Source: an optimization exercise on an open RTL-to-GDS flow (aim: small area). Production flows keep margins and buffers that such runs may drop. At most, simulation tests tie the RTL to the original design; equivalence was not proved. No functional check of the RTL was part of run 2. The flow treats the clock pin as an ideal source, which a real chip does not have. No activity file was given, so power comes from the tool's default toggle rates.

$ cat run.sh
#!/bin/bash
# synth_recipe.tcl (not shown) runs the flow's synth.tcl, then flattens the netlist and writes it again
# the make line also repeats each setting of config.mk as NAME=value (left out here)
make -C /OpenROAD-flow-scripts/flow DESIGN_CONFIG=/design/flow/config.mk WORK_HOME=/design/flow/orfs CLKGATE_MAP_FILE= SYNTH_SCRIPT=/design/flow/synth_recipe.tcl finish
$ cat config.mk
export PLATFORM = sky130hd
export DESIGN_NAME = uart_top
export DESIGN_NICKNAME = uart_top
export VERILOG_FILES = /design/flow/design.v
export SDC_FILE = /design/flow/constraint.sdc
export NUM_CORES = 4
export LEC_CHECK = 0
export CAP_MARGIN = 20
export CORE_MARGIN = 2
export CORE_UTILIZATION = 40
export SLEW_MARGIN = 20
$ cat constraint.sdc
create_clock -name core_clock -period 20.0 [get_ports {clk}]
set_input_delay 4.0000 -clock core_clock [delete_from_list [all_inputs] [get_ports {clk}]]
set_output_delay 4.0000 -clock core_clock [all_outputs]
set_load 0.01 [all_outputs]
$ cat design.v
`timescale 1ns / 1ps
module fifo_sync (
    input  clk,
    input  rst,
    input  wr_en,
    input  rd_en,
    input  [7:0] data_in,
    output [7:0] data_out,
    output full,
    output empty
);
reg [7:0] mem [0:7];
reg [2:0] wr_ptr;
reg [2:0] rd_ptr;
reg       last_wr;     
wire same = (wr_ptr == rd_ptr);
assign full  = same &  last_wr;
assign empty = same & ~last_wr;
assign data_out = mem[rd_ptr];
wire do_wr = wr_en & ~full;
wire do_rd = rd_en & ~empty;
always @(posedge clk) begin
    if (do_wr)
        mem[wr_ptr] <= data_in;
end
always @(posedge clk) begin
    if (rst) begin
        wr_ptr  <= 3'd0;
        rd_ptr  <= 3'd0;
        last_wr <= 1'b0;
    end else begin
        if (do_wr)
            wr_ptr <= wr_ptr + 3'd1;
        if (do_rd)
            rd_ptr <= rd_ptr + 3'd1;
        last_wr <= do_wr | (last_wr & ~do_rd);
    end
end
endmodule
`timescale 1ns / 1ps
module uart_baud_gen (
    input  clk,
    input  rst,
    output baud_tick
);
reg [2:0] c8;
reg [1:0] c3;
reg [2:0] c7;
reg [4:0] c31;
always @(posedge clk) begin
    if (rst) begin
        c8  <= 3'd0;
        c3  <= 2'd3;
        c7  <= 3'b001;
        c31 <= 5'b00001;
    end else begin
        c8  <= c8 + 3'd1;
        c3  <= {~c3[1] & c3[0], ~(c3[1] ^ c3[0])};    
        c7  <= {c7[1:0], c7[2] ^ c7[1]};
        c31 <= {c31[3:0], c31[4] ^ c31[2]};
    end
end
assign baud_tick = (c8 == 3'd0) && (c3 == 2'd0) && (c7 == 3'b001) && (c31 == 5'b00001);
endmodule
`timescale 1ns / 1ps
module uart_tx (
    input  wire clk,
    input  wire rst,
    input  wire baud_tick,
    input  wire fifo_empty,
    input  wire [7:0] fifo_data,
    output wire tx_start,
    output reg  tx
);
reg [3:0] state;
reg [7:0] data;
wire idle = (state == 4'd0);
assign tx_start = idle & ~fifo_empty & baud_tick;
always @(posedge clk) begin
    if (idle)
        data <= fifo_data;
end
always @(posedge clk) begin
    if (rst) begin
        state <= 4'd0;
        tx    <= 1'b1;
    end else begin
        tx <= state[3] ? data[state[2:0]] : (state != 4'd1);
        if (idle) begin
            if (tx_start)
                state <= 4'd1;
        end else if (baud_tick) begin
            case (state)
                4'd1:    state <= 4'd8;
                4'd15:   state <= 4'd2;
                4'd2:    state <= 4'd0;
                default: state <= state + 4'd1;
            endcase
        end
    end
end
endmodule
`timescale 1ns / 1ps
module uart_rx (
    input  wire clk,
    input  wire rst,
    input  wire baud_tick,
    input  wire rx,
    output reg  [7:0] rx_data,
    output wire rx_done
);
reg [3:0] state;
reg       rx_prev;
assign rx_done = (state == 4'd3) & rx_prev;
always @(posedge clk) begin
    if (state[3] & baud_tick)
        rx_data <= {rx, rx_data[7:1]};
end
always @(posedge clk) begin
    if (rst) begin
        state   <= 4'd0;
        rx_prev <= 1'b1;
    end else begin
        rx_prev <= rx;
        case (state)
            4'd0, 4'd3: state <= (rx_prev & ~rx) ? 4'd1 : 4'd0;
            4'd1:  if (baud_tick) state <= rx ? 4'd0 : 4'd8;
            4'd2:  if (baud_tick) state <= 4'd3;
            4'd15: if (baud_tick) state <= 4'd2;
            default: if (baud_tick) state <= state + 4'd1;
        endcase
    end
end
endmodule
`timescale 1ns / 1ps
module uart_top (
    input  clk,
    input  rst,
    input  rx,
    output tx,
    input  tx_wr_en,
    input  [7:0] tx_wr_data,
    input  rx_rd_en,
    output reg [7:0] rx_rd_data,
    output tx_full,
    output rx_empty
);
wire baud_tick;
wire tx_start;
wire tx_fifo_empty;
wire [7:0] tx_head;
wire rx_done;
wire [7:0] rx_data;
wire [7:0] rx_head;
wire rx_fifo_full;
uart_baud_gen baud_gen (
    .clk(clk),
    .rst(rst),
    .baud_tick(baud_tick)
);
uart_tx tx_inst (
    .clk(clk),
    .rst(rst),
    .baud_tick(baud_tick),
    .fifo_empty(tx_fifo_empty),
    .fifo_data(tx_head),
    .tx_start(tx_start),
    .tx(tx)
);
uart_rx rx_inst (
    .clk(clk),
    .rst(rst),
    .baud_tick(baud_tick),
    .rx(rx),
    .rx_data(rx_data),
    .rx_done(rx_done)
);
fifo_sync tx_fifo (
    .clk(clk),
    .rst(rst),
    .wr_en(tx_wr_en),
    .rd_en(tx_start),
    .data_in(tx_wr_data),
    .data_out(tx_head),
    .full(tx_full),
    .empty(tx_fifo_empty)
);
fifo_sync rx_fifo (
    .clk(clk),
    .rst(rst),
    .wr_en(rx_done),
    .rd_en(rx_rd_en),
    .data_in(rx_data),
    .data_out(rx_head),
    .full(rx_fifo_full),
    .empty(rx_empty)
);
always @(posedge clk) begin
    if (rx_rd_en & ~rx_empty)
        rx_rd_data <= rx_head;
end
endmodule
==> results of run 1 <==
kinds of logic after synthesis:
group / Yosys count / synth area share, %
and+or+nand+nor: 99 / 7.24
muxes: 54 / 12.9
adders and majority gates: 16 / 2.62
buffers and inverters: 36 / 2.13
xor gates and xnor gates: 11 / 1.26
DFF: 189 / 69.4
AOI/OAI and AO/OA: 46 / 4.44
layer usage:
layer  global-route usage [%]  vias up
met5                        0        -
met4                     5.37        0
met3                     2.96        9
met2                     21.5       95
met1                     20.3     1934
li1                         -     1800
power by group:
group          switching [uW]  total (uW)  internal [uW]
combinational            38.4        74.1           35.7
clock                     155         347            192
sequential               9.13         445            436
total                     203         866            663
metrics by stage:
| step | instances | hold slack [ns] | power [uW] |
|---|---|---|---|
| after CTS | 724 | 0.453 | 871 |
| final | 724 | 0.448 | 866 |
| after global placement | 692 | 0.426 | 526 |
| after floorplan | 451 | 0.417 | 506 |
| after detailed placement | 692 | 0.438 | 528 |
| after global routing | 724 | 0.462 | 898 |
Yosys cell counts, types with 4 or more instances:
cell type | count | area (um2)
nor3_1 | 9 | 45.0
mux2i_1 | 4 | 40.0
inv_1 | 16 | 60.1
dfxtp_1 | 37 | 741
nor2_1 | 35 | 131
edfxtp_1 | 152 | 4560
a21oi_1 | 16 | 80.1
mux4_2 | 34 | 766
ha_1 | 16 | 200
nand2b_1 | 9 | 56.3
nand2_1 | 12 | 45.0
clkbuf_1 | 10 | 37.5
xor2_1 | 7 | 61.3
nor2b_1 | 7 | 43.8
buf_2 | 6 | 30.0
mux2_2 | 16 | 180
xnor2_1 | 4 | 35.0
o21ai_0 | 6 | 30.0
cells in the final DEF, fill, tap and decap left out, drive strengths merged, types with 3 or more instances in the layout:
cell type / count
edfxtp: 152
dfxtp: 37
nor2: 35
mux4: 34
inv: 24
clkdlybuf4s50: 23
clkbuf: 17
mux2: 16
a21oi: 16
ha: 16
nand2: 12
nand2b: 9
nor3: 9
xor2: 7
nor2b: 7
o21ai: 6
mux2i: 4
xnor2: 4
buf: 4
clkinv: 4
nand3: 3
a21o: 3
a31o: 3
or2: 3
nor4: 3
layout make-up:
class,count,area (um2)
fillers,1535,9980
flip-flops and latches,189,5310
multi-input cells,226,2180
clock buffers,17,425
well taps,234,293
repair buffers,27,260
clock inverters,15,198
inverters,16,60.1
path summary, 6_finish.rpt:
| path | from | endpoint | slack [ns] | cells past startpoint |
|---|---|---|---|---|
| min reg2reg | baud_gen.c8[0]$_SDFF_PP0_ | baud_gen.c8[0]$_SDFF_PP0_ | 0.45 | 1 |
| max reg2reg | tx_fifo.rd_ptr[1]$_SDFFE_PP0P_ | tx_fifo.mem[0][0]$_DFFE_PP_ | 17.12 | 4 |
| min | baud_gen.c8[0]$_SDFF_PP0_ | baud_gen.c8[0]$_SDFF_PP0_ | 0.45 | 1 |
| max | rx_fifo.rd_ptr[1]$_SDFFE_PP0P_ | rx_empty | 13.30 | 3 |
registers in the layout, indices dropped and copies added, names as in the netlist, 2 cells and up:
signal / flops
baud_gen.c3: 2
baud_gen.c31: 5
baud_gen.c7: 3
baud_gen.c8: 3
rx_fifo.mem: 64
rx_fifo.rd_ptr: 3
rx_fifo.wr_ptr: 3
rx_inst.rx_data: 8
rx_inst.state: 4
rx_rd_data: 8
tx_fifo.mem: 64
tx_fifo.rd_ptr: 3
tx_fifo.wr_ptr: 3
tx_inst.data: 8
tx_inst.state: 4
worst register-to-register path: stages (launching register included):
cell and delay, ns:
dfxtp_1 0.88, xor2_1 0.33, o41a_1 0.38, nand2b_1 0.19, nor3_1 0.73
==> out/qor.txt, run 1 <==
Buf/Inv on CP - 1
RSZ-0062 raised after global routing - no
Crit-path slowest cell - dfxtp_1
crit path launch type - flip-flop
highest clock rate - 149 MHz
initial antenna violation count - 0
Worst path max stage delay - 0.90 ns
fin nets - 506
syn nets - 480
Max IR drop VDD - 0.0560 mV
die width - 142 um
CP top delay family - flip-flops
H-tree depth - 4
Post-DRT Antenna Nets - 0
pin count of the biggest net entering global routing - 39
Setup WS pre-CTS - 13.68 ns
root buf cell - clkbuf_16
sequential fraction of the synthesis area - 69.4%
Syn Std Cell Area - 0.00764 mm2
count of port buffers added during placement - 23
number of enable flip-flop cells after synthesis - 152
status - finished clean
latest clock arrival within the worst-skew pair - 0.43 ns
Setup WS post-layout - 13.30 ns
GRT Overall Usage - 14.2%
post-route DRC violation count - 0
fin crit period - 6.70 ns
routed len/inst - 18.5 um
Yosys warning count - 5
Max Cap Viol - 0
dpl hpwl - 8730 um
slew of the pin with the lowest slew margin - 0.928 ns
Final Skew - 0.0173 ns
global-route wire length before repair - 21400 um
gp weighted congestion - 0.800
post-layout util - 46.6%
Power Dens Cells - 99.3 mW/mm2
Clock transition at path regs - 0.07 ns
flop and latch count out of synthesis - 189
TritonCTS clock tree - yes
Rel. slew slack - 37.9%
share of cells above drive strength 1 - 20.6%
Netlist cell types - 60
post-route setup TNS - 0 ns
Pre-antenna DRT Iters - 4
row cnt - 50
placed inst area - 0.00810 mm2
wirelength, routed - 13400 um
die outline height - 142 um
num ports - 24
hold_buf cts - 0
post-route cell area - 0.00873 mm2
Critical Path RT - 16.00 ns
Layout Area Growth over Synthesis - 14.2%
via count - 3838
total CTS buffers - 17
Vias per Instance - 5.30
Post-synth top flop - edfxtp_1
core area - 0.0187 mm2
gr ovfl total - 0
Metal-1 WL - 6350 um
Setup violations, final - 0
Hold Path Class - flip-flop to flip-flop
crit path kind - flip-flop to output port
max-slew violations - 0
Initial Util - 40.9%
final period utilization - 33.5%
CP endpoint kind - output port
Met2 Routed Length - 6210 um
Syn Inst Count - 451
fraction of registers with async set/reset - 0%
buffer count from post-CTS setup fixing - 0
CTS resizes - 0
Syn Area/Cell - 16.9 um2
final hold vios - 0
crit-path cells - xor2_1 > nor4_1 > clkdlybuf4s50_1
Diodes inserted - 0
max layer used - met4
DRT iter0 DRCs - 262
met3 routed WL - 677 um
Leak - 0.00290 uW
Max FO, Critical Path - 19
clock tree sinks - 189
Worst Path Arrival - 2.70 ns
clock buffer depth - 2
vias in the first global route - 3868
Die ar. - 0.0202 mm2
==> inputs of run 2 (changes only) <==
--- a/design.v
+++ b/design.v
@@ -12,27 +12,29 @@
 reg [7:0] mem [0:7];
-reg [2:0] wr_ptr;
-reg [2:0] rd_ptr;
-reg       last_wr;     
-wire same = (wr_ptr == rd_ptr);
-assign full  = same &  last_wr;
-assign empty = same & ~last_wr;
-assign data_out = mem[rd_ptr];
+reg [3:0] count;
+assign full  = count[3];
+assign empty = (count == 4'd0);
+wire [7:0] m0 = count[0] ? mem[0] : mem[7];
+wire [7:0] m1 = count[0] ? mem[2] : mem[1];
+wire [7:0] m2 = count[0] ? mem[4] : mem[3];
+wire [7:0] m3 = count[0] ? mem[6] : mem[5];
+wire [7:0] n0 = count[1] ? m1 : m0;
+wire [7:0] n1 = count[1] ? m3 : m2;
+assign data_out = count[2] ? n1 : n0;
 wire do_wr = wr_en & ~full;
 wire do_rd = rd_en & ~empty;
-always @(posedge clk) begin
-    if (do_wr)
-        mem[wr_ptr] <= data_in;
-end
-always @(posedge clk) begin
-    if (rst) begin
-        wr_ptr  <= 3'd0;
-        rd_ptr  <= 3'd0;
-        last_wr <= 1'b0;
-    end else begin
-        if (do_wr)
-            wr_ptr <= wr_ptr + 3'd1;
-        if (do_rd)
-            rd_ptr <= rd_ptr + 3'd1;
-        last_wr <= do_wr | (last_wr & ~do_rd);
-    end
+integer i;
+always @(posedge clk) begin
+    if (do_wr) begin
+        mem[0] <= data_in;
+        for (i = 1; i < 8; i = i + 1)
+            mem[i] <= mem[i-1];
+    end
+end
+always @(posedge clk) begin
+    if (rst)
+        count <= 4'd0;
+    else if (do_wr & ~do_rd)
+        count <= count + 4'd1;
+    else if (do_rd & ~do_wr)
+        count <= count - 4'd1;
 end
@@ -56,3 +58,3 @@
     end else begin
-        c8  <= c8 + 3'd1;
+        c8  <= {c8[1:0], c8[2] ^ (c8[1] | ~c8[0])};    
         c3  <= {~c3[1] & c3[0], ~(c3[1] ^ c3[0])};    
@@ -80,3 +82,4 @@
     if (idle)
-        data <= fifo_data;
+        data <= {fifo_data[5], fifo_data[6], fifo_data[3], fifo_data[7],
+                 fifo_data[4], fifo_data[2], fifo_data[1], fifo_data[0]};
 end
@@ -93,6 +96,6 @@
             case (state)
-                4'd1:    state <= 4'd8;
-                4'd15:   state <= 4'd2;
+                4'd1:    state <= 4'b1000;
+                4'b1100: state <= 4'd2;
                 4'd2:    state <= 4'd0;
-                default: state <= state + 4'd1;
+                default: state <= {1'b1, state[1:0], state[2] ^ (state[1] | ~state[0])};
             endcase
@@ -128,4 +131,4 @@
             4'd2:  if (baud_tick) state <= 4'd3;
-            4'd15: if (baud_tick) state <= 4'd2;
-            default: if (baud_tick) state <= state + 4'd1;
+            4'b1100: if (baud_tick) state <= 4'd2;
+            default: if (baud_tick) state <= {1'b1, state[1:0], state[2] ^ (state[1] | ~state[0])};
         endcase
==> flow/run.sh (new file) <==
#!/bin/bash
# Standard layout, with the smallest buffer on each port.
set -euo pipefail
cd "$(dirname "$0")/.."
export BUFFER_PORTS_ARGS="-buffer_cell sky130_fd_sc_hd__buf_1"
bash standard.sh > standard.log 2>&1
==> standard.sh (new file) <==
#!/bin/bash
# synth_recipe.tcl (not shown) runs the flow's synth.tcl, then flattens the netlist and writes it again
# the make line also repeats each setting of config.mk as NAME=value (left out here)
make -C /OpenROAD-flow-scripts/flow DESIGN_CONFIG=/design/flow/config.mk WORK_HOME=/design/flow/orfs CLKGATE_MAP_FILE= SYNTH_SCRIPT=/design/flow/synth_recipe.tcl "${@:-finish}"
removed: run.sh
==> run 2 against run 1 <==
Non-clock buffer count grew 1. First-iteration DRC count decreased by 17%. Critical path depth decreased by 1. Synthesized cell count down 16%. Cell area fell by 7.5%. Count of clock-buffer cells in the layout rose by 1. Largest power group unchanged.
==> out/qor.txt, run 2 <==
CTS resizes - 0 (unchanged)
status - finished clean
Crit. Startpoint - rx_fifo.count[1]$_SDFFE_PP0P_
Clock transition at path regs - 0.06 ns (about the same)
RSZ-0062 raised after global routing - no
count of port buffers added during placement - 23 (unchanged)
gp weighted congestion - 0.726 (-9.2%)
synth top area cells - edfxtp_1 63%, mux4_1 11%, dfxtp_1 8.6%
CP top delay family - flip-flops
flop and latch count out of synthesis - 183 (-3.2%)
crit path launch type - flip-flop
via count - 3432 (-11%)
number of enable flip-flop cells after synthesis - 152 (unchanged)
fin nets - 434 (-14%)
Yosys warning count - 6 (+1)
gr ovfl total - 0 (unchanged)
clock network power share - 31.6% (-8.5 points)
Min-Delay Startpoint - rx_inst.rx_data[0]$_DFFE_PP_
Worst path max stage delay - 0.62 ns (-0.28 ns)
H-tree depth - 4 (unchanged)
Die ar. - 0.0191 mm2 (-5.4%)
Diodes inserted - 0 (unchanged)
Netlist cell types - 45 (-25%)
fin crit period - 5.69 ns (-1.01 ns)
pin count of the biggest net entering global routing - 66 (+69%)
share of the synthesized area in the top cell type - 63.3% (+3.5 points)
most common library cell in the layout ignoring fill and taps - edfxtp_1
dpl hpwl - 6510 um (-25%)
GRT Overall Usage - 12.2% (-2.0 points)
top cell type by total area after synthesis - edfxtp_1
Syn Std Cell Area - 0.00722 mm2 (-5.6%)
num ports - 24 (unchanged)
wirelength, routed - 11000 um (-18%)
Layout Area Growth over Synthesis - 11.9%
Worst Path Arrival - 1.69 ns (-1.01 ns)
crit-path cells - nor4_1 > buf_1
clock tree sinks - 183 (-3.2%)
post-route cell area - 0.00808 mm2 (-7.5%)
Max Cap Viol - 0 (unchanged)
global-route wire length before repair - 18300 um (-14%)
Max FO, Critical Path - 20 (+1)
DRT iter0 DRCs - 217 (-17%)
Setup violations, final - 0 (unchanged)
post-layout util - 45.3% (-1.4 points)
slew of the pin with the lowest slew margin - 0.940 ns (+0.0117 ns)
die width - 138 um (-2.8%)
vias in the first global route - 3460 (-11%)
post-route setup TNS - 0 ns (unchanged)
Leak - 0.00268 uW (-7.4%)
Hold Path Cell Cnt - 0 (-1)
Buf/Inv on CP - 1 (unchanged)
latest clock arrival within the worst-skew pair - 0.42 ns (about the same)
max-slew violations - 0 (unchanged)
Max IR drop VDD - 0.0626 mV (+12%)
final hold vios - 0 (unchanged)
Rel. slew slack - 37.2% (-0.64 points)
Pre-antenna DRT Iters - 4 (unchanged)
clock buffer depth - 2 (unchanged)
P_int - 737 uW (+11%)
share of cells above drive strength 1 - 15.6% (-5.0 points)
synth cell count leaders - 152 x edfxtp_1, 31 x dfxtp_1, 29 x mux4_1
Post-synth top flop - edfxtp_1
Critical Path RT - 16.00 ns (about the same)
row cnt - 49 (-2.0%)
worst flop-to-flop path startpoint - rx_inst.state[2]$_SDFFE_PP0P_
Crit-path slowest cell - dfxtp_1
placed inst area - 0.00752 mm2 (-7.1%)
Vias per Instance - 5.26 (-0.86%)
initial antenna violation count - 0 (unchanged)
Post-DRT Antenna Nets - 0 (unchanged)
CP Depth - 2 (-1)
die outline height - 138 um (-2.8%)
Syn Inst Count - 381 (-16%)
total CTS buffers - 17 (unchanged)
Final Skew - 0.00868 ns (-0.00860 ns)
root buf cell - clkbuf_16
switching share of power - 25.2% (+1.8 points)
cell count of the worst reg-to-reg path - 12 (+8)
core area - 0.0178 mm2 (-4.6%)
highest clock rate - 176 MHz (+18%)
fraction of registers with async set/reset - 0% (unchanged)
Syn Area/Cell - 18.9 um2 (+12%)
Initial Util - 40.4% (-0.41 points)
Switch Pwr - 248 uW (+22%)
Hold Path Class - flip-flop to flip-flop
sequential fraction of the synthesis area - 71.9% (+2.4 points)
TritonCTS clock tree - yes
CP endpoint kind - output port
Top Registers - rx_fifo.mem: 64 flops, tx_fifo.mem: 64 flops
commonest non-fill, non-tap cells in the layout - 152 x edfxtp_1, 30 x dfxtp_1, 29 x mux4_1
routed len/inst - 16.9 um (-8.8%)
buffer count from post-CTS setup fixing - 0 (unchanged)
Logic pwr share - 15.8% (+7.2 points)
Flop pwr share - 52.6% (+1.2 points)
hold_buf cts - 0 (unchanged)
syn nets - 404 (-16%)
Power Dens Cells - 122 mW/mm2 (+23%)
final period utilization - 28.4% (-5.1 points)
most common cell in the netlist - edfxtp_1
Hold Worst Slack - 0.418 ns (-0.0299 ns)
post-route DRC violation count - 0 (unchanged)
crit path kind - flip-flop to output port
run 2: cell types whose count changed in the layout (fill, tap and decap cells not counted), sizes merged, moves of 6 or more:
cell	before	now
clkdlybuf4s50	23	0
inv	24	14
buf	4	28
nor2	35	17
dfxtp	37	31
nor3	9	3
nand2b	9	3
ha	16	8
run 2: path summary, 6_finish.rpt:
kind                              endpoint  slack (ns)
max                               rx_empty       14.31
min            rx_fifo.mem[0][0]$_DFFE_PP_        0.42
min reg2reg    rx_fifo.mem[0][0]$_DFFE_PP_        0.42
max reg2reg  rx_fifo.count[3]$_SDFFE_PP0P_       16.57
run 2: power by group through the flow:
stage                     logic, uW  clock network (uW)  registers, uW
after floorplan                 144                   0            502
after global placement          153                   0            524
after detailed placement        157                   0            527
after CTS                       159                 321            520
after global routing            171                 337            526
final                           156                 312            518
run 2: cells by family (layout without fill, tap and decap cells):
kind of cell | count (synthesis) | after routing | share of synthesized area [%]
AND/OR/NAND/NOR | 63 | 63 | 4.65
multiplexers | 54 | 54 | 15.2
XOR/XNOR | 9 | 9 | 1.09
flip-flops | 183 | 183 | 71.9
AO/OA/AOI/OAI | 34 | 34 | 3.05
adder cells (fa/ha/maj) | 10 | 10 | 1.94
buffers and inverters | 28 | 71 | 2.24
run 2: metal layers:
layer	vias up	wire length [um]	GRT usage, %
met5	-	0	0
met4	0	176	5.42
met3	13	379	3.53
met2	58	5320	18.6
met1	1776	5130	16.5
li1	1585	-	-
run 2: through the flow:
stage / setup WS [ns] / total power, uW / instances
4_1_cts: 14.26 / 999 / 653
3_3_place_gp: 14.34 / 676 / 621
5_1_grt: 14.21 / 1030 / 653
2_1_floorplan: 11.32 / 646 / 381
3_5_place_dp: 14.24 / 684 / 621
6_report: 14.31 / 985 / 653
run 2: area by class of cell:
class / instances / area [um2]
Multi-Input combinational cell: 170 / 1880
Tap cell: 229 / 287
Sequential cell: 183 / 5190
Fill cell: 1519 / 9770
Inverter: 11 / 41.3
Clock inverter: 14 / 126
Timing Repair Buffer: 28 / 124
Clock buffer: 18 / 429
==> inputs of run 3 (changes only) <==
--- a/design.v
+++ b/design.v
@@ -15,9 +15,10 @@
 assign empty = (count == 4'd0);
-wire [7:0] m0 = count[0] ? mem[0] : mem[7];
-wire [7:0] m1 = count[0] ? mem[2] : mem[1];
-wire [7:0] m2 = count[0] ? mem[4] : mem[3];
-wire [7:0] m3 = count[0] ? mem[6] : mem[5];
-wire [7:0] n0 = count[1] ? m1 : m0;
-wire [7:0] n1 = count[1] ? m3 : m2;
-assign data_out = count[2] ? n1 : n0;
+reg [7:0] head;
+integer j;
+always @* begin
+    head = 8'd0;
+    for (j = 0; j < 8; j = j + 1)
+        head = head | ({8{count[2:0] == ((j + 1) % 8)}} & mem[j]);
+end
+assign data_out = head;
 wire do_wr = wr_en & ~full;
==> flow/run.sh (replaced) <==
#!/bin/bash
# The standard layout with three changes:
#  - synthesis maps logic with an area-oriented ABC script (abc_area.script)
#    instead of ORFS's speed script; everything else in synthesis is the standard flow's
#  - each port gets the smallest buffer, sky130_fd_sc_hd__buf_1
#  - clock tree synthesis uses small clock buffers and no dummy loads
set -euo pipefail
W="$(cd "$(dirname "$0")/.." && pwd)"
cd "$W"
{
  echo "proc abc {args} {"
  echo "  set i [lsearch \$args -script]"
  echo "  if {\$i >= 0} { lset args [expr {\$i + 1}] $W/flow/abc_area.script }"
  echo "  yosys abc {*}\$args"
  echo "}"
  cat synth_recipe.tcl
} > flow_synth.tcl
sed "s#SYNTH_SCRIPT=[^ ]*#SYNTH_SCRIPT=$W/flow_synth.tcl#" standard.sh > flow_standard.sh
grep -q "SYNTH_SCRIPT=$W/flow_synth.tcl" flow_standard.sh
export BUFFER_PORTS_ARGS="-buffer_cell sky130_fd_sc_hd__buf_1"
export CTS_ARGS="-sink_clustering_enable -repair_clock_nets -dont_use_dummy_load -buf_list sky130_fd_sc_hd__clkbuf_8 -sink_clustering_size 12"
bash flow_standard.sh > flow_standard.log 2>&1
==> flow/abc_area.script (new file) <==
strash
&get -n
&st
&dch
&nf -a
&put
==> run 3 against run 2 <==
Flip-flop and latch count is the same. Routed wire length shrank 3.7%. Largest power group unchanged. Largest cell class unchanged. Combinational power increased by 4%. Core utilization is 0.59 points lower.
==> out/qor.txt, run 3 <==
status - finished clean
global-route wire length before repair - 17700 um (-3.5%)
Syn Area/Cell - 16.5 um2 (-13%)
Initial Util - 40.7% (+0.29 points)
count of port buffers added during placement - 23 (unchanged)
initial antenna violation count - 0 (unchanged)
synth top area cells - edfxtp_1 68%, dfxtp_1 9.2%, a222oi_1 3.1%
Setup violations, final - 0 (unchanged)
Critical Path RT - 20.36 ns (+4.36 ns)
crit path launch type - input pin
Hold Crit Endpoint - rx_fifo.mem[0][0]$_DFFE_PP_
pin count of the biggest net entering global routing - 66 (unchanged)
Critical R2R Capture - tx_fifo.count[3]$_SDFFE_PP0P_
share of the synthesized area in the top cell type - 67.8% (+4.6 points)
commonest non-fill, non-tap cells in the layout - 152 x edfxtp_1, 31 x dfxtp_1, 29 x nand2_1
via count - 3644 (+6.2%)
fraction of registers with async set/reset - 0% (unchanged)
cell count of the worst reg-to-reg path - 10 (-2)
routed len/inst - 15.7 um (-6.6%)
most common cell in the netlist - edfxtp_1
total CTS buffers - 17 (unchanged)
dpl hpwl - 6630 um (+1.9%)
Clock transition at path regs - 0.08 ns (+0.02 ns)
hold_buf cts - 0 (unchanged)
Post-synth top flop - edfxtp_1
Syn Inst Count - 409 (+7.3%)
Final Power - 861 uW (-13%)
TritonCTS clock tree - yes
Worst Path Arrival - 6.37 ns (+4.68 ns)
Setup WS post-layout - 13.99 ns (-0.322 ns)
post-route setup TNS - 0 ns (unchanged)
CTS resizes - 0 (unchanged)
sequential fraction of the synthesis area - 77.0% (+5.2 points)
Layout Area Growth over Synthesis - 9.67%
slew of the pin with the lowest slew margin - 1.05 ns (+0.107 ns)
final period utilization - 30.0% (+1.6 points)
Max IR drop VDD - 0.0588 mV (-6.1%)
wirelength, routed - 10600 um (-3.7%)
RSZ-0062 raised after global routing - no
Netlist cell types - 41 (-8.9%)
final hold vios - 0 (unchanged)
Max Cap Viol - 0 (unchanged)
Power Dens Cells - 117 mW/mm2 (-4.5%)
gp weighted congestion - 0.740 (+1.9%)
Syn Std Cell Area - 0.00673 mm2 (-6.7%)
latest clock arrival within the worst-skew pair - 0.45 ns (+0.03 ns)
Pre-antenna DRT Iters - 6 (+2)
syn nets - 432 (+6.9%)
R2R setup slack - 16.84 ns (+0.27 ns)
buffer count from post-CTS setup fixing - 0 (unchanged)
Diodes inserted - 0 (unchanged)
GRT Overall Usage - 12.6% (+0.36 points)
Max FO, Critical Path - 65 (+230%)
Post-DRT Antenna Nets - 0 (unchanged)
die width - 134 um (-3.3%)
clock tree sinks - 183 (unchanged)
worst flop-to-flop path startpoint - tx_fifo.count[0]$_SDFFE_PP0P_
share of cells above drive strength 1 - 5.96% (-9.6 points)
crit path kind - input pin to flip-flop
synth cell count leaders - 152 x edfxtp_1, 31 x dfxtp_1, 29 x nand2_1
gr ovfl total - 0 (unchanged)
number of enable flip-flop cells after synthesis - 152 (unchanged)
num ports - 24 (unchanged)
clock buffer depth - 2 (unchanged)
Top Registers - rx_fifo.mem: 64 flops, tx_fifo.mem: 64 flops
core area - 0.0165 mm2 (-7.4%)
root buf cell - clkbuf_8
Min-Delay Startpoint - rx_inst.rx_data[0]$_DFFE_PP_
Hold Path Class - flip-flop to flip-flop
row cnt - 47 (-4.1%)
die outline height - 134 um (-3.3%)
most common library cell in the layout ignoring fill and taps - edfxtp_1
post-route DRC violation count - 0 (unchanged)
max-slew violations - 0 (unchanged)
fin nets - 478 (+10%)
Die ar. - 0.0179 mm2 (-6.5%)
Final Skew - 0.0285 ns (+0.0198 ns)
H-tree depth - 4 (unchanged)
Hold Path Cell Cnt - 0 (unchanged)
Rel. slew slack - 29.7% (-7.6 points)
vias in the first global route - 3543 (+2.4%)
DRT iter0 DRCs - 408 (+88%)
CP endpoint kind - flip-flop
Setup WS pre-CTS - 13.50 ns (-0.739 ns)
Leak - 0.00239 uW (-11%)
top cell type by total area after synthesis - edfxtp_1
highest clock rate - 166 MHz (-5.4%)
fin crit period - 6.01 ns (+0.322 ns)
Vias per Instance - 5.41 (+3.0%)
Yosys warning count - 6 (unchanged)
flop and latch count out of synthesis - 183 (unchanged)
-- run 3: changes by cell type after synthesis, sizes merged, moves of 11 or more --
cell and change:
inv -11, a222oi +21, nand3 +15, mux4 -32, mux2 -16, nand2 +17
-- run 3: how the worst max path moves through the flow --
stage                                          to     start  slack [ns]  cells past startpoint
detailed placement  tx_fifo.count[3]$_SDFFE_PP0P_  tx_wr_en       13.50                     10
CTS                 tx_fifo.count[3]$_SDFFE_PP0P_  tx_wr_en       13.98                     10
global placement    tx_fifo.count[3]$_SDFFE_PP0P_  tx_wr_en       13.73                     10
finish              tx_fifo.count[3]$_SDFFE_PP0P_  tx_wr_en       13.99                     10
global route        tx_fifo.count[3]$_SDFFE_PP0P_  tx_wr_en       13.84                     10
floorplan           tx_fifo.count[3]$_SDFFE_PP0P_  tx_wr_en       11.45                      8
-- run 3: report_power, final --
part           internal (uW)  leakage (uW)  switching (uW)
Combinational           69.1      0.000587            94.2
Sequential               481       0.00168            33.7
Clock                   75.2      0.000122             107
Total                    626       0.00239             235
-- run 3: worst max-delay path: stages --
cell and delay (ns):
buf_1 0.07, nor2b_4 0.12, buf_4 0.61, ha_1 0.35
clkinv_1 0.17, ha_1 0.38, a21oi_1 0.21, a31oi_1 0.14
and3_1 0.19, nor3_1 0.11
-- run 3: final cells by class --
type	count	area [um2]
fill	1444	9140
multi-input combinational	216	1530
inverter	10	37.5
timing repair buffer	27	116
sequential	183	5180
clock buffer	17	234
tap	220	275
-- run 3: cell families (layout without fill, tap and decap cells) --
logic type      count (synthesis)  count (layout)  synth area share, %
flops                         183             183                 77.0
buf+inv                        10              54                0.558
xor+xnor                        7               7                0.911
compound gates                 76              76                 9.15
mux                             5               5                 1.12
simple gates                  118             118                 9.16
fa+ha+maj                      10              10                 2.08
-- run 3: metal layers --
layer	wire, um	vias to the layer above	GRT usage, %
met2	4950	85	19.4
met5	0	-	0
li1	-	1736	-
met4	156	0	4.43
met3	490	14	3.88
met1	5000	1809	16.9
-- run 3: stage by stage --
step	instances	cell area (um2)	hold WS (ns)	utilization [%]
2_1_floorplan	409	6730	0.400	-
3_3_place_gp	656	7140	0.409	43.2
3_5_place_dp	656	7140	0.412	43.2
4_1_cts	673	7370	0.431	44.6
5_1_grt	673	7380	0.446	44.7
6_report	673	7380	0.432	44.7
==> inputs of run 4 (changes only) <==
==> flow/run.sh (replaced) <==
#!/bin/bash
# The standard layout (standard.sh) with these changes:
#  - synthesis maps logic with an area-oriented ABC script (abc_area.script)
#    in place of ORFS's speed script; the rest of synthesis is the standard flow's own
#    script, so registers keep their names and cell types
#  - each port gets the smallest buffer, sky130_fd_sc_hd__buf_1
#  - clock tree synthesis uses clkbuf_8 and no dummy loads; after it,
#    clk_resize.tcl swaps each clock buffer for clkbuf_2 or clkbuf_4 where
#    the estimated slew at its loads stays under CLK_SLEW_LIMIT_PS
# Each step's output goes to a log of its own in this folder.
set -euo pipefail
W="$(cd "$(dirname "$0")/.." && pwd)"
cd "$W"
{
  echo "proc abc {args} {"
  echo "  set i [lsearch \$args -script]"
  echo "  if {\$i >= 0} { lset args [expr {\$i + 1}] $W/flow/abc_area.script }"
  echo "  yosys abc {*}\$args"
  echo "}"
  cat synth_recipe.tcl
} > flow_synth.tcl
sed "s#SYNTH_SCRIPT=[^ ]*#SYNTH_SCRIPT=$W/flow_synth.tcl#" standard.sh > flow_standard.sh
grep -q "SYNTH_SCRIPT=$W/flow_synth.tcl" flow_standard.sh
export BUFFER_PORTS_ARGS="-buffer_cell sky130_fd_sc_hd__buf_1"
export CTS_ARGS="-sink_clustering_enable -repair_clock_nets -dont_use_dummy_load -buf_list sky130_fd_sc_hd__clkbuf_8"
bash flow_standard.sh cts > flow_1_to_cts.log 2>&1
CLK_RESULTS="$W/orfs/results/$FLOW_PLATFORM/uart_top/base" CLK_SLEW_LIMIT_PS=115 \
  openroad -no_init -exit flow/clk_resize.tcl > flow_clk_resize.log 2>&1
bash flow_standard.sh > flow_2_to_finish.log 2>&1
==> flow/abc_area.script (replaced) <==
strash
dc2
dch -f
amap -F 50 -A 100
==> flow/clk_resize.tcl (new file) <==
# Downsize each clock buffer that drives flip-flops to the smallest clock
# buffer whose estimated slew at its loads stays under a limit.
set P $::env(FLOW_HOME)/platforms/sky130hd
set R $::env(CLK_RESULTS)
read_liberty $P/lib/sky130_fd_sc_hd__tt_025C_1v80.lib
read_db $R/4_cts.odb
read_sdc $R/4_cts.sdc
source $P/setRC.tcl
estimate_parasitics -placement
set limit $::env(CLK_SLEW_LIMIT_PS)
proc load_slew {inst} {
  set worst 0
  foreach pin [get_pins -of_objects [get_nets -of_objects [get_pins $inst/X]]] {
    if {[get_property $pin direction] ne "input"} continue
    foreach a {max min} { foreach e {rise fall} {
      set s [get_property $pin slew_${a}_${e}]
      if {[string is double -strict $s]} { set worst [expr {max($worst, [sta::time_ui_sta $s] * 1e12)}] }
    } }
  }
  return $worst
}
foreach inst [get_cells -quiet clkbuf_*] {
  set name [get_name $inst]
  set orig [get_property $inst ref_name]
  puts "$name $orig start [format %.1f [load_slew $name]]"
  foreach cand {sky130_fd_sc_hd__clkbuf_2 sky130_fd_sc_hd__clkbuf_4} {
    if {$cand eq $orig} break
    replace_cell $inst $cand
    estimate_parasitics -placement
    set s [load_slew $name]
    if {$s <= $limit} { puts "  -> $cand [format %.1f $s]"; set orig $cand; break }
    replace_cell $inst $orig
    estimate_parasitics -placement
  }
}
detailed_placement
check_placement
write_db $R/4_cts.odb
==> run 4 against run 3 <==
Still clean on timing, DRC and antenna. Maximum frequency is 2.2% lower. Combinational power is 13% lower. Flip-flop and latch count stayed put. Clock skew is 0.0047 ns higher. Worst setup slack worse by 0.13 ns. Cell count is 2.8% higher. Critical endpoint unchanged. Largest cell class unchanged. Largest power group unchanged. Highest routed layer unchanged.
==> out/qor.txt, run 4 <==
Multi-input gate area - 0.00137 mm2 (-11%)
Top Registers - rx_fifo.mem: 64 flops, tx_fifo.mem: 64 flops
routed len/inst - 17.1 um (+8.9%)
fin nets - 497 (+4.0%)
CTS resizes - 0 (unchanged)
most common cell in the netlist - edfxtp_1
share of cells above drive strength 1 - 8.26% (+2.3 points)
post-route DRC violation count - 0 (unchanged)
clock buffer depth - 2 (unchanged)
die width - 133 um (-0.56%)
most common library cell in the layout ignoring fill and taps - edfxtp_1
met1 Use GR - 19.2% (+2.3 points)
Post-DRT Antenna Nets - 0 (unchanged)
synth top area cells - edfxtp_1 69%, dfxtp_1 9.3%, a222oi_1 4.4%
Rel. slew slack - 47.4% (+18 points)
max-slew violations - 0 (unchanged)
Syn Std Cell Area - 0.00665 mm2 (-1.2%)
storage element area - 0.00518 mm2 (unchanged)
fraction of registers with async set/reset - 0% (unchanged)
Hold Path Class - flip-flop to flip-flop
die outline height - 133 um (-0.56%)
H-tree depth - 4 (unchanged)
via count - 3824 (+4.9%)
slew of the pin with the lowest slew margin - 0.789 ns (-0.258 ns)
share of the synthesized area in the top cell type - 68.6% (+0.79 points)
initial antenna violation count - 0 (unchanged)
crit path kind - input pin to flip-flop
RSZ-0062 raised after global routing - no
Max FO, Critical Path - 65 (unchanged)
Post-synth top flop - edfxtp_1
sequential fraction of the synthesis area - 77.9% (+0.90 points)
Worst Path Arrival - 6.47 ns (+0.10 ns)
Max IR drop VDD - 0.0531 mV (-9.7%)
synth cell count leaders - 152 x edfxtp_1, 39 x clkinv_1, 31 x dfxtp_1
met3 usage - 3.95% (+0.065 points)
Die ar. - 0.0177 mm2 (-1.1%)
top cell type by total area after synthesis - edfxtp_1
final period utilization - 30.7% (+0.66 points)
Yosys warning count - 6 (unchanged)
Final Power - 810 uW (-5.9%)
Clock transition at path regs - 0.10 ns (+0.02 ns)
Vias per Instance - 5.53 (+2.1%)
pin count of the biggest net entering global routing - 66 (unchanged)
global-route wire length before repair - 19400 um (+9.4%)
Layout Area Growth over Synthesis - 10.5%
core area - 0.0164 mm2 (-0.71%)
Initial Util - 40.6% (-0.18 points)
GRT Overall Usage - 14.2% (+1.6 points)
hold_buf cts - 0 (unchanged)
syn nets - 441 (+2.1%)
Syn Inst Count - 418 (+2.2%)
number of enable flip-flop cells after synthesis - 152 (unchanged)
clock tree sinks - 183 (unchanged)
GR peak layer - met2
gp weighted congestion - 0.849 (+15%)
Final Skew - 0.0332 ns (+0.00471 ns)
commonest non-fill, non-tap cells in the layout - 152 x edfxtp_1, 39 x clkinv_1, 31 x dfxtp_1
flop and latch count out of synthesis - 183 (unchanged)
TritonCTS clock tree - yes
Leak - 0.00234 uW (-2.1%)
latest clock arrival within the worst-skew pair - 0.44 ns (about the same)
Netlist cell types - 33 (-20%)
gr ovfl total - 0 (unchanged)
Syn Area/Cell - 15.9 um2 (-3.3%)
Pre-antenna DRT Iters - 5 (-1)
dpl hpwl - 7500 um (+13%)
wirelength, routed - 11900 um (+12%)
vias in the first global route - 3755 (+6.0%)
Critical Path RT - 20.33 ns (-0.03 ns)
count of port buffers added during placement - 23 (unchanged)
status - finished clean
root buf cell - clkbuf_8
DRT iter0 DRCs - 558 (+37%)
buffer count from post-CTS setup fixing - 0 (unchanged)
highest clock rate - 163 MHz (-2.2%)
row cnt - 47 (unchanged)
total CTS buffers - 17 (unchanged)
Power Dens Cells - 110 mW/mm2 (-5.5%)
num ports - 24 (unchanged)
crit path launch type - input pin
fin crit period - 6.14 ns (+0.133 ns)
Setup violations, final - 0 (unchanged)
final hold vios - 0 (unchanged)
met2 track demand over resource - 22.1% (+2.7 points)
Diodes inserted - 0 (unchanged)
Fill cells - 1432 (-0.83%)
Max Cap Viol - 0 (unchanged)
post-route setup TNS - 0 ns (unchanged)
CP endpoint kind - flip-flop
[run 4: changes by cell type after synthesis, moves of 11 or more]
cell      delta
clkinv_1    +29
a22oi_1     +17
nand2_1     -14
nor2_1      +12
nor3_1      +11
[run 4: logic make-up (layout without fill, tap and decap cells)]
kind of cell / count (synthesis) / after routing / share of synthesized area [%]
AOI/OAI and AO/OA: 92 / 92 / 11.2
buffers and inverters: 39 / 93 / 2.20
DFF: 183 / 183 / 77.9
and+or+nand+nor: 94 / 94 / 6.60
adders and majority gates: 10 / 10 / 2.11
[run 4: worst paths after layout]
path / slack (ns) / end / from / depth (start not counted)
max: 13.86 / tx_fifo.count[3]$_SDFFE_PP0P_ / tx_wr_en / 12
min: 0.42 / tx_fifo.mem[7][0]$_DFFE_PP_ / tx_fifo.mem[6][0]$_DFFE_PP_ / 0
max reg2reg: 16.54 / rx_fifo.count[3]$_SDFFE_PP0P_ / rx_inst.state[1]$_SDFFE_PP0P_ / 13
min reg2reg: 0.42 / tx_fifo.mem[7][0]$_DFFE_PP_ / tx_fifo.mem[6][0]$_DFFE_PP_ / 0
[run 4: routing by layer]
metal  vias to the layer above  share of wire, %
met4                         0               1.4
li1                       1792                 -
met1                      1865                44
met5                         -                 0
met2                       155                48
met3                        12               7.1
[run 4: final cells by class]
class | instances | share of cell area, %
multi-input cells | 196 | 18.6
inverters | 39 | 1.99
clock buffers | 17 | 2.59
repair buffers | 37 | 2.57
well taps | 220 | 3.74
flip-flops and latches | 183 | 70.5
[run 4: through the flow]
stage | area (um2) | util (%) | setup WS, ns | hold WS [ns] | std cells
5_1_grt | 7350 | 44.8 | 13.58 | 0.424 | 692
3_5_place_dp | 7160 | 43.6 | 13.40 | 0.413 | 675
3_3_place_gp | 7120 | 43.4 | 13.50 | 0.411 | 673
4_1_cts | 7390 | 45.1 | 13.89 | 0.427 | 692
6_report | 7350 | 44.8 | 13.86 | 0.421 | 692
2_1_floorplan | 6650 | - | 11.25 | 0.395 | 418
[run 4: power breakdown]
group	total [uW]	internal, uW	switching (uW)	leakage, uW
logic	142	52.0	89.5	0.000555
clock network	165	60.8	104	0.000104
registers	503	475	28.1	0.00168
[run 4: worst max-delay path, cell delays in order]
cell and delay [ns]:
buf_1 0.07, nor2b_4 0.12, buf_4 0.60, ha_1 0.32
clkinv_1 0.15, ha_1 0.32, a21o_1 0.17, a21oi_1 0.17
nor2_1 0.06, a211oi_1 0.25, nor2_1 0.09, a211oi_1 0.16
==> inputs of run 5 (changes only) <==
--- a/config.mk
+++ b/config.mk
@@ -10,2 +10,3 @@
 export CORE_UTILIZATION = 40
+export GPL_TIMING_DRIVEN = 0
 export SLEW_MARGIN = 20
==> run 5 against run 4 <==
Critical path depth fell by 8. Sequential power barely moved. Non-clock buffer count fell by 4. Maximum frequency rose by 2.0%. Worst hold slack got worse by 0.0076 ns. Combinational power barely moved. Largest cell class unchanged. Sequential share of layout area fell by 0.47 points. Flip-flop and latch count did not move. Cell count fell by 0.58%.
==> out/qor.txt, run 5 <==
status - finished clean
final hold vios - 0 (unchanged)
DRT iter0 DRCs - 399 (-28%)
clock buffer depth - 2 (unchanged)
via count - 3814 (-0.26%)
share of cells above drive strength 1 - 9.83% (+1.6 points)
syn nets - 441 (unchanged)
final period utilization - 30.1% (-0.59 points)
CP endpoint kind - output port
row cnt - 47 (unchanged)
Leak - 0.00234 uW (about the same)
initial antenna violation count - 0 (unchanged)
die width - 133 um (unchanged)
dpl hpwl - 7770 um (+3.5%)
Critical Path RT - 16.00 ns (-4.33 ns)
Rel. slew slack - 30.6% (-17 points)
flop and latch count out of synthesis - 183 (unchanged)
Max FO, Critical Path - 9 (-86%)
Initial Util - 40.6% (unchanged)
Layout Area Growth over Synthesis - 11.2%
root buf cell - clkbuf_8
fraction of registers with async set/reset - 0% (unchanged)
gp weighted congestion - 0.851 (+0.19%)
Max IR drop VDD - 0.0581 mV (+9.6%)
Vias per Instance - 5.54 (+0.32%)
routed len/inst - 17.5 um (+2.3%)
total CTS buffers - 17 (unchanged)
vias in the first global route - 3794 (+1.0%)
die outline height - 133 um (unchanged)
post-route DRC violation count - 0 (unchanged)
synth top area cells - edfxtp_1 69%, dfxtp_1 9.3%, a222oi_1 4.4%
crit path kind - flip-flop to output port
Setup violations, final - 0 (unchanged)
gr ovfl total - 0 (unchanged)
max-slew violations - 0 (unchanged)
H-tree depth - 4 (unchanged)
highest clock rate - 166 MHz (+2.0%)
Post-synth top flop - edfxtp_1
latest clock arrival within the worst-skew pair - 0.44 ns (about the same)
Yosys warning count - 6 (unchanged)
fin nets - 493 (-0.80%)
share of the synthesized area in the top cell type - 68.6% (unchanged)
slew of the pin with the lowest slew margin - 1.04 ns (+0.252 ns)
Syn Inst Count - 418 (unchanged)
Fill cells - 1414 (-1.3%)
Top Registers - rx_fifo.mem: 64 flops, tx_fifo.mem: 64 flops
crit-path cells - nor3_2 > clkinv_1 > nor2_1 > buf_1
Worst Path Arrival - 2.02 ns (-4.45 ns)
core area - 0.0164 mm2 (unchanged)
Syn Area/Cell - 15.9 um2 (unchanged)
Die ar. - 0.0177 mm2 (unchanged)
global-route wire length before repair - 20000 um (+3.3%)
CP top delay family - simple AND/OR/NAND/NOR gates
clock tree sinks - 183 (unchanged)
Post-DRT Antenna Nets - 0 (unchanged)
fin crit period - 6.02 ns (-0.118 ns)
Netlist cell types - 33 (unchanged)
most common cell in the netlist - edfxtp_1
CTS resizes - 0 (unchanged)
number of enable flip-flop cells after synthesis - 152 (unchanged)
Power Dens Cells - 109 mW/mm2 (-0.74%)
count of port buffers added during placement - 23 (unchanged)
Syn Std Cell Area - 0.00665 mm2 (unchanged)
pin count of the biggest net entering global routing - 32 (-52%)
most common library cell in the layout ignoring fill and taps - edfxtp_1
Worst path max stage delay - 0.71 ns (+0.11 ns)
hold_buf cts - 0 (unchanged)
post-route cell area - 0.00740 mm2 (+0.66%)
placed inst area - 0.00721 mm2 (+0.63%)
Final Skew - 0.0359 ns (+0.00270 ns)
GRT Overall Usage - 14.6% (+0.42 points)
post-route setup TNS - 0 ns (unchanged)
RSZ-0062 raised after global routing - no
synth cell count leaders - 152 x edfxtp_1, 39 x clkinv_1, 31 x dfxtp_1
Diodes inserted - 0 (unchanged)
num ports - 24 (unchanged)
wirelength, routed - 12100 um (+1.7%)
Clock transition at path regs - 0.09 ns (about the same)
Pre-antenna DRT Iters - 6 (+1)
TritonCTS clock tree - yes
crit path launch type - flip-flop
Max Cap Viol - 0 (unchanged)
commonest non-fill, non-tap cells in the layout - 152 x edfxtp_1, 39 x clkinv_1, 31 x dfxtp_1
sequential fraction of the synthesis area - 77.9% (unchanged)
Crit-path slowest cell - nor3_2
buffer count from post-CTS setup fixing - 0 (unchanged)
top cell type by total area after synthesis - edfxtp_1
Buf/Inv on CP - 2 (-1)
Hold Path Class - flip-flop to flip-flop
run 5: cell count changes in the layout (fill, tap and decap cells not counted), moves of 2 or more:
cell | previous run | this run
buf_12 | 0 | 2
buf_4 | 13 | 6
nor3_2 | 7 | 17
nor3_1 | 12 | 2
run 5: logic make-up (layout without fill, tap and decap cells):
logic type | count (synthesis) | in the layout | share of synthesized area, %
buffers and inverters | 39 | 89 | 2.20
and+or+nand+nor | 94 | 94 | 6.60
AOI/OAI and AO/OA | 92 | 92 | 11.2
DFF | 183 | 183 | 77.9
adders and majority gates | 10 | 10 | 2.11
run 5: report_power, final:
group	leakage (uW)	switching [uW]	total (uW)	internal [uW]
sequential	0.00168	29.0	503	474
combinational	0.000556	90.0	142	51.5
clock	0.000102	105	164	58.7
total	0.00234	224	809	585
run 5: tightest hold or removal path, stage by stage, from the launching register on:
cell      delay, ns
dfxtp_1        0.31
clkinv_1       0.05
nor2_1         0.04
run 5: path summary, 6_finish.rpt:
| kind | slack, ns | start | depth (start not counted) | end |
|---|---|---|---|---|
| setup / recovery | 13.98 | rx_fifo.count[0]$_SDFFE_PP0P_ | 4 | rx_empty |
| hold / removal | 0.41 | baud_gen.c31[1]$_SDFF_PP0_ | 2 | baud_gen.c31[2]$_SDFF_PP0_ |
| setup reg to reg | 16.68 | rx_fifo.count[0]$_SDFFE_PP0P_ | 12 | rx_fifo.count[3]$_SDFFE_PP0P_ |
| hold reg to reg | 0.41 | baud_gen.c31[1]$_SDFF_PP0_ | 2 | baud_gen.c31[2]$_SDFF_PP0_ |
run 5: metrics by stage:
| step | util (%) | setup WS, ns | total power (uW) | hold slack [ns] | std cells |
|---|---|---|---|---|---|
| floorplan | - | 11.25 | 599 | 0.395 | 418 |
| global placement | 42.8 | 10.13 | 641 | 0.407 | 661 |
| detailed placement | 43.9 | 13.94 | 654 | 0.407 | 671 |
| CTS | 45.3 | 13.93 | 836 | 0.428 | 688 |
| global route | 45.1 | 13.83 | 854 | 0.444 | 688 |
| finish | 45.1 | 13.98 | 809 | 0.414 | 688 |
run 5: area by class of cell:
cell class / instances / area, um2 / area share, %
multi-input combinational: 196 / 1420 / 19.2
tap: 220 / 275 / 3.72
timing repair buffer: 33 / 188 / 2.54
clock buffer: 17 / 184 / 2.49
sequential: 183 / 5180 / 70.1
inverter: 39 / 146 / 1.98
run 5: metal layers:
layer | wire, um | track usage, % | part of all wire, % | vias to the layer above
met3 | 758 | 4.29 | 6.3 | 13
met5 | 0 | 0 | 0 | -
met4 | 155 | 4.06 | 1.3 | 0
met1 | 5280 | 19.7 | 44 | 1890
li1 | - | - | - | 1779
met2 | 5870 | 23.3 | 49 | 132
==> inputs of run 6 (changes only) <==
--- a/config.mk
+++ b/config.mk
@@ -7,3 +7,3 @@
 export LEC_CHECK = 0
-export CAP_MARGIN = 20
+export CAP_MARGIN = 5
 export CORE_MARGIN = 2
@@ -11,2 +11,2 @@
 export GPL_TIMING_DRIVEN = 0
-export SLEW_MARGIN = 20
+export SLEW_MARGIN = 5
==> run 6 against run 5 <==
Combinational power about the same. Largest power group unchanged. Non-clock buffer count down 1. Flip-flop and latch count unchanged. Worst hold slack better by 0.0091 ns. Routed wire length down 1.3%. Worst setup slack worse by 0.094 ns. First-iteration DRC count down 11%. Maximum frequency down 1.5%. Still clean. Critical path depth up 7. Die area unchanged. Core utilization down 0.43 points. Global-route usage down 0.067 points. Highest routed layer unchanged.
==> out/qor.txt, run 6 <==
status - finished clean
Syn Std Cell Area - 0.00665 mm2 (unchanged)
Buf/Inv on CP - 2 (unchanged)
buffer count from post-CTS setup fixing - 0 (unchanged)
DRT iter0 DRCs - 356 (-11%)
Hold Path Class - flip-flop to flip-flop
most common cell in the netlist - edfxtp_1
Critical Path RT - 20.33 ns (+4.33 ns)
max layer used - met4
Netlist cell types - 33 (unchanged)
Clock transition at path regs - 0.09 ns (about the same)
Worst Path Arrival - 6.45 ns (+4.43 ns)
Max Cap Viol - 0 (unchanged)
die outline height - 133 um (unchanged)
CP top delay family - simple AND/OR/NAND/NOR gates
Post-DRT Antenna Nets - 0 (unchanged)
synth cell count leaders - 152 x edfxtp_1, 39 x clkinv_1, 31 x dfxtp_1
Fill cells - 1441 (+1.9%)
Die ar. - 0.0177 mm2 (unchanged)
final period utilization - 30.6% (+0.47 points)
latest clock arrival within the worst-skew pair - 0.44 ns (about the same)
core area - 0.0164 mm2 (unchanged)
Vias per Instance - 5.57 (+0.43%)
final hold vios - 0 (unchanged)
Leak - 0.00232 uW (-0.73%)
share of cells above drive strength 1 - 6.42% (-3.4 points)
gp weighted congestion - 0.851 (unchanged)
root buf cell - clkbuf_8
routed len/inst - 17.3 um (-1.2%)
commonest non-fill, non-tap cells in the layout - 152 x edfxtp_1, 39 x clkinv_1, 31 x dfxtp_1
dpl hpwl - 7720 um (-0.52%)
Power Dens Cells - 110 mW/mm2 (+0.57%)
Crit-path slowest cell - nor2b_4
TritonCTS clock tree - yes
Max FO, Critical Path - 29 (+20)
Max IR drop VDD - 0.0660 mV (+14%)
share of the synthesized area in the top cell type - 68.6% (unchanged)
placed inst area - 0.00714 mm2 (-0.92%)
clock tree sinks - 183 (unchanged)
number of enable flip-flop cells after synthesis - 152 (unchanged)
Setup violations, final - 0 (unchanged)
most common library cell in the layout ignoring fill and taps - edfxtp_1
Syn Area/Cell - 15.9 um2 (unchanged)
global-route wire length before repair - 19900 um (-0.55%)
Layout Area Growth over Synthesis - 10.2%
Yosys warning count - 6 (unchanged)
via count - 3825 (+0.29%)
fin nets - 492 (-0.20%)
die width - 133 um (unchanged)
flop and latch count out of synthesis - 183 (unchanged)
post-route DRC violation count - 0 (unchanged)
Metal-1 WL - 5320 um (+0.62%)
RSZ-0062 raised after global routing - no
sequential fraction of the synthesis area - 77.9% (unchanged)
pin count of the biggest net entering global routing - 38 (+19%)
hold_buf cts - 0 (unchanged)
synth top area cells - edfxtp_1 69%, dfxtp_1 9.3%, a222oi_1 4.4%
Final Skew - 0.0299 ns (-0.00596 ns)
crit-path cells - buf_1 > nor2b_4 > ha_1 > clkinv_1 > ha_1 > a21o_1 > a21oi_1 > nor2_1 > a211oi_1 > nor2_1 > a211oi_1
CP endpoint kind - flip-flop
Diodes inserted - 0 (unchanged)
count of port buffers added during placement - 23 (unchanged)
fin crit period - 6.12 ns (+0.0943 ns)
post-route cell area - 0.00733 mm2 (-0.95%)
Worst path max stage delay - 0.68 ns (-0.03 ns)
H-tree depth - 4 (unchanged)
gr ovfl total - 0 (unchanged)
CTS resizes - 0 (unchanged)
clock buffer depth - 2 (unchanged)
slew of the pin with the lowest slew margin - 1.32 ns (+0.281 ns)
num ports - 24 (unchanged)
crit path kind - input pin to flip-flop
met3 routed WL - 744 um (-1.8%)
wirelength, routed - 11900 um (-1.3%)
row cnt - 47 (unchanged)
top cell type by total area after synthesis - edfxtp_1
Top Registers - rx_fifo.mem: 64 flops, tx_fifo.mem: 64 flops
Initial Util - 40.6% (unchanged)
max-slew violations - 0 (unchanged)
crit path launch type - input pin
Pre-antenna DRT Iters - 8 (+2)
fraction of registers with async set/reset - 0% (unchanged)
vias in the first global route - 3803 (+0.24%)
Met2 Routed Length - 5630 um (-4.0%)
Rel. slew slack - 11.2% (-19 points)
highest clock rate - 163 MHz (-1.5%)
syn nets - 441 (unchanged)
total CTS buffers - 17 (unchanged)
post-route setup TNS - 0 ns (unchanged)
Post-synth top flop - edfxtp_1
Syn Inst Count - 418 (unchanged)
GRT Overall Usage - 14.6% (-0.067 points)
initial antenna violation count - 0 (unchanged)
-- run 6: cell types whose count changed in the layout (fill, tap and decap cells not counted), sizes merged --
cell  previous run  this run
buf             33        32
-- run 6: kinds of logic (layout without fill, tap and decap cells) --
group / after synthesis / count (layout) / share of synthesized area (%)
flops: 183 / 183 / 77.9
buf+inv: 39 / 88 / 2.20
fa+ha+maj: 10 / 10 / 2.11
simple gates: 94 / 94 / 6.60
compound gates: 92 / 92 / 11.2
-- run 6: worst register-to-register path: stages, from the launching register on --
cell      delay, ns
dfxtp_1        0.42
nor3_2         0.72
clkinv_1       0.19
o21ai_0        0.31
ha_1           0.26
clkinv_1       0.15
ha_1           0.32
a21o_1         0.18
a21oi_1        0.18
nor2_1         0.06
a211oi_1       0.24
nor2_1         0.07
a211oi_1       0.17
-- run 6: power by group --
part / switching, uW / internal (uW)
logic: 88.5 / 50.1
registers: 27.3 / 475
clock network: 105 / 60.8
total: 221 / 585
-- run 6: path summary, 6_finish.rpt --
kind	start	to	slack (ns)	cells after the start
worst max register to register	rx_fifo.count[0]$_SDFFE_PP0P_	rx_fifo.count[3]$_SDFFE_PP0P_	16.66	12
worst min register to register	rx_inst.rx_data[0]$_DFFE_PP_	rx_fifo.mem[0][0]$_DFFE_PP_	0.42	0
worst min-delay path	rx_inst.rx_data[0]$_DFFE_PP_	rx_fifo.mem[0][0]$_DFFE_PP_	0.42	0
worst max-delay path	tx_wr_en	tx_fifo.count[3]$_SDFFE_PP0P_	13.88	11
-- run 6: per-stage QoR --
stage               hold slack [ns]  total power, uW  std cells  utilization (%)  setup WS (ns)
global placement              0.407              641        661             42.8          10.13
floorplan                     0.395              599        418                -          11.25
detailed placement            0.405              650        670             43.5          13.40
global route                  0.443              852        687             44.7          13.64
finish                        0.423              806        687             44.7          13.88
CTS                           0.425              831        687             44.9          13.91
-- run 6: per-layer routing --
| metal | vias up | track usage [%] |
|---|---|---|
| met5 | - | 0 |
| met4 | 0 | 6.27 |
| met2 | 157 | 22.4 |
| met1 | 1874 | 19.8 |
| li1 | 1776 | - |
| met3 | 18 | 3.68 |
-- run 6: cell type report --
class	count	area (um2)	area share, %
Tap cell	220	275	3.76
Clock buffer	17	190	2.59
Multi-Input combinational cell	196	1350	18.4
Inverter	39	146	2.00
Sequential cell	183	5180	70.7
Timing Repair Buffer	32	186	2.54
==> inputs of run 7 (changes only) <==
--- a/flow/run.sh
+++ b/flow/run.sh
@@ -24,3 +24,3 @@
 export BUFFER_PORTS_ARGS="-buffer_cell sky130_fd_sc_hd__buf_1"
-export CTS_ARGS="-sink_clustering_enable -repair_clock_nets -dont_use_dummy_load -buf_list sky130_fd_sc_hd__clkbuf_8"
+export CTS_ARGS="-sink_clustering_enable -repair_clock_nets -dont_use_dummy_load -buf_list sky130_fd_sc_hd__clkbuf_16"
 bash flow_standard.sh cts > flow_1_to_cts.log 2>&1
==> run 7 against run 6 <==
First-iteration DRC count rose by 7.9%. Die area did not move. Cell count did not move. Total power rose by 6.2%. Core utilization rose by 0.69 points. Combinational power barely moved. Register-to-register slack barely moved. Synthesized cell count did not move. Maximum frequency fell by 0.70%. Clock skew rose by 0.021 ns. Largest power group unchanged.
==> out/qor.txt, run 7 <==
Clock transition at path regs - 0.11 ns (+0.02 ns)
top cell type by total area after synthesis - edfxtp_1
Top Registers - rx_fifo.mem: 64 flops, tx_fifo.mem: 64 flops
Die ar. - 0.0177 mm2 (unchanged)
RSZ-0062 raised after global routing - no
Vias per Instance - 5.57 (+0.13%)
Diodes inserted - 0 (unchanged)
Pre-antenna DRT Iters - 8 (unchanged)
slew of the pin with the lowest slew margin - 1.32 ns (+0.00105 ns)
synth cell count leaders - 152 x edfxtp_1, 39 x clkinv_1, 31 x dfxtp_1
Max FO, Critical Path - 29 (unchanged)
post-route DRC violation count - 0 (unchanged)
row cnt - 47 (unchanged)
Final Skew - 0.0506 ns (+0.0207 ns)
global-route wire length before repair - 19900 um (about the same)
die outline height - 133 um (unchanged)
Fill cells - 1413 (-1.9%)
Crit-path slowest cell - nor2b_4
root buf cell - clkbuf_16
max-slew violations - 0 (unchanged)
CP endpoint kind - flip-flop
Critical R2R Capture - rx_fifo.count[3]$_SDFFE_PP0P_
syn nets - 441 (unchanged)
Hold Path Cell Cnt - 0 (unchanged)
post-route setup TNS - 0 ns (unchanged)
vias in the first global route - 3813 (+0.26%)
Max IR drop VDD - 0.0736 mV (+11%)
Post-synth top flop - edfxtp_1
Hold Crit Endpoint - rx_fifo.mem[1][0]$_DFFE_PP_
CP top delay family - simple AND/OR/NAND/NOR gates
H-tree depth - 4 (unchanged)
highest clock rate - 162 MHz (-0.70%)
Hold Path Class - flip-flop to flip-flop
fraction of registers with async set/reset - 0% (unchanged)
buffer count from post-CTS setup fixing - 0 (unchanged)
gp weighted congestion - 0.851 (unchanged)
post-route cell area - 0.00744 mm2 (+1.5%)
Syn Std Cell Area - 0.00665 mm2 (unchanged)
count of port buffers added during placement - 23 (unchanged)
Min-Delay Startpoint - rx_fifo.mem[0][0]$_DFFE_PP_
fin crit period - 6.16 ns (+0.0433 ns)
pin count of the biggest net entering global routing - 38 (unchanged)
clock tree sinks - 183 (unchanged)
Layout Area Growth over Synthesis - 11.8%
GRT Overall Usage - 14.5% (-0.051 points)
Worst Path Arrival - 6.45 ns (about the same)
synth top area cells - edfxtp_1 69%, dfxtp_1 9.3%, a222oi_1 4.4%
status - finished clean
Rel. slew slack - 11.1% (-0.070 points)
Max Cap Viol - 0 (unchanged)
Netlist cell types - 33 (unchanged)
cell count of the worst reg-to-reg path - 12 (unchanged)
Syn Inst Count - 418 (unchanged)
final hold vios - 0 (unchanged)
final period utilization - 30.8% (+0.22 points)
DRT iter0 DRCs - 384 (+7.9%)
most common library cell in the layout ignoring fill and taps - edfxtp_1
number of enable flip-flop cells after synthesis - 152 (unchanged)
Buf/Inv on CP - 2 (unchanged)
post-layout util - 45.4% (+0.69 points)
post-route non-filler standard cell count - 687 (unchanged)
crit path launch type - input pin
Setup violations, final - 0 (unchanged)
share of the synthesized area in the top cell type - 68.6% (unchanged)
crit-path cells - buf_1 > nor2b_4 > ha_1 > clkinv_1 > ha_1 > a21o_1 > a21oi_1 > nor2_1 > a211oi_1 > nor2_1 > a211oi_1
sequential fraction of the synthesis area - 77.9% (unchanged)
initial antenna violation count - 0 (unchanged)
Initial Util - 40.6% (unchanged)
fin nets - 492 (unchanged)
crit path kind - input pin to flip-flop
gr ovfl total - 0 (unchanged)
flop and latch count out of synthesis - 183 (unchanged)
share of cells above drive strength 1 - 6.42% (unchanged)
worst flop-to-flop path startpoint - rx_fifo.count[0]$_SDFFE_PP0P_
clock buffer depth - 2 (unchanged)
wirelength, routed - 12000 um (+0.57%)
R2R setup slack - 16.66 ns (about the same)
DP Cell Count - 670 (unchanged)
num ports - 24 (unchanged)
die width - 133 um (unchanged)
Yosys warning count - 6 (unchanged)
Critical Path RT - 20.29 ns (-0.04 ns)
placed inst area - 0.00714 mm2 (unchanged)
Post-DRT Antenna Nets - 0 (unchanged)
Leak - 0.00238 uW (+2.2%)
most common cell in the netlist - edfxtp_1
TritonCTS clock tree - yes
Power Dens Cells - 115 mW/mm2 (+4.6%)
routed len/inst - 17.4 um (+0.57%)
via count - 3830 (+0.13%)
total CTS buffers - 17 (unchanged)
Worst path max stage delay - 0.68 ns (about the same)
Syn Area/Cell - 15.9 um2 (unchanged)
CTS resizes - 0 (unchanged)
dpl hpwl - 7720 um (unchanged)
hold_buf cts - 0 (unchanged)
core area - 0.0164 mm2 (unchanged)
commonest non-fill, non-tap cells in the layout - 152 x edfxtp_1, 39 x clkinv_1, 31 x dfxtp_1
latest clock arrival within the worst-skew pair - 0.42 ns (-0.02 ns)
==> run 7: cell types whose count changed in the layout (fill, tap and decap cells not counted) <==
cell,delta
clkbuf_16,+10
clkbuf_8,-10
==> run 7: logic make-up (layout without fill, tap and decap cells) <==
| group | after synthesis | after routing | synth area share (%) |
|---|---|---|---|
| flops | 183 | 183 | 77.9 |
| simple gates | 94 | 94 | 6.60 |
| compound gates | 92 | 92 | 11.2 |
| buf+inv | 39 | 88 | 2.20 |
| fa+ha+maj | 10 | 10 | 2.11 |
==> run 7: metrics by stage <==
| stage | hold slack (ns) | setup slack [ns] | power [uW] |
|---|---|---|---|
| 2_1_floorplan | 0.395 | 11.25 | 599 |
| 3_3_place_gp | 0.407 | 10.13 | 641 |
| 3_5_place_dp | 0.405 | 13.40 | 650 |
| 4_1_cts | 0.420 | 13.86 | 915 |
| 5_1_grt | 0.411 | 13.57 | 902 |
| 6_report | 0.401 | 13.84 | 856 |
==> run 7: worst max-delay path by stage <==
stage	from	slack, ns	cells after the start	to
final	tx_wr_en	13.84	11	tx_fifo.count[3]$_SDFFE_PP0P_
after global routing	tx_wr_en	13.57	11	tx_fifo.count[3]$_SDFFE_PP0P_
after detailed placement	tx_wr_en	13.40	11	tx_fifo.count[3]$_SDFFE_PP0P_
after CTS	tx_wr_en	13.86	11	tx_fifo.count[3]$_SDFFE_PP0P_
after global placement	tx_wr_en	10.13	11	tx_fifo.count[3]$_SDFFE_PP0P_
after floorplan	tx_wr_en	11.25	10	tx_fifo.count[3]$_SDFFE_PP0P_
==> run 7: worst register-to-register path, delay by kind of cell, from the launching register on <==
family | cells | cell delay, ns
buf+inv | 2 | 0.34
flops | 1 | 0.42
fa+ha+maj | 2 | 0.58
simple gates | 3 | 0.85
compound gates | 5 | 1.08
==> run 7: cell type report <==
type | count | area (um2) | area share, %
Inverter | 39 | 146 | 1.97
Timing Repair Buffer | 32 | 186 | 2.51
Multi-Input combinational cell | 196 | 1350 | 18.1
Clock buffer | 17 | 303 | 4.07
Sequential cell | 183 | 5180 | 69.7
Tap cell | 220 | 275 | 3.70
==> run 7: layer usage <==
layer / track usage (%) / part of all wire [%] / vias to the layer above
met1: 19.6 / 44 / 1894
li1: - / - / 1778
met2: 22.6 / 48 / 140
met3: 4.71 / 6.6 / 18
met5: 0 / 0 / -
met4: 4.36 / 1.2 / 0
==> run 7: power breakdown <==
group          switching [uW]  internal, uW  leakage, uW
sequential               27.3           475      0.00168
clock                     110           104     0.000155
combinational            89.2          50.1     0.000537

separate check: timing with driven ports:
In the flow no input, the clock included, has a driving cell. The finished layouts below were timed again as built, in two steps.
Step 1, drivers: a clkbuf_16 drives clk and a buf_2 each remaining input, both assumed.
Step 2 also shifts input and output timing later by t, the mid clock arrival at the registers, as if the neighbouring blocks saw the same clock.
a / b / c = no drivers / after step 1 / after step 2; a / b = the first two.
| run | t (ns) | setup WS [ns] |
|---|---|---|
| run 1 | 0.468 | 13.299 / 13.251 / 13.719 |
| run 2 | 0.461 | 14.313 / 14.273 / 14.229 |
| run 3 | 0.476 | 13.991 / 14.005 / 13.530 |
| run 4 | 0.458 | 13.858 / 13.868 / 13.410 |
| run 5 | 0.460 | 13.977 / 13.941 / 13.933 |
| run 6 | 0.462 | 13.882 / 13.894 / 13.432 |
| run 7 | 0.431 | 13.839 / 13.853 / 13.422 |
After both steps every run listed still meets setup and hold.
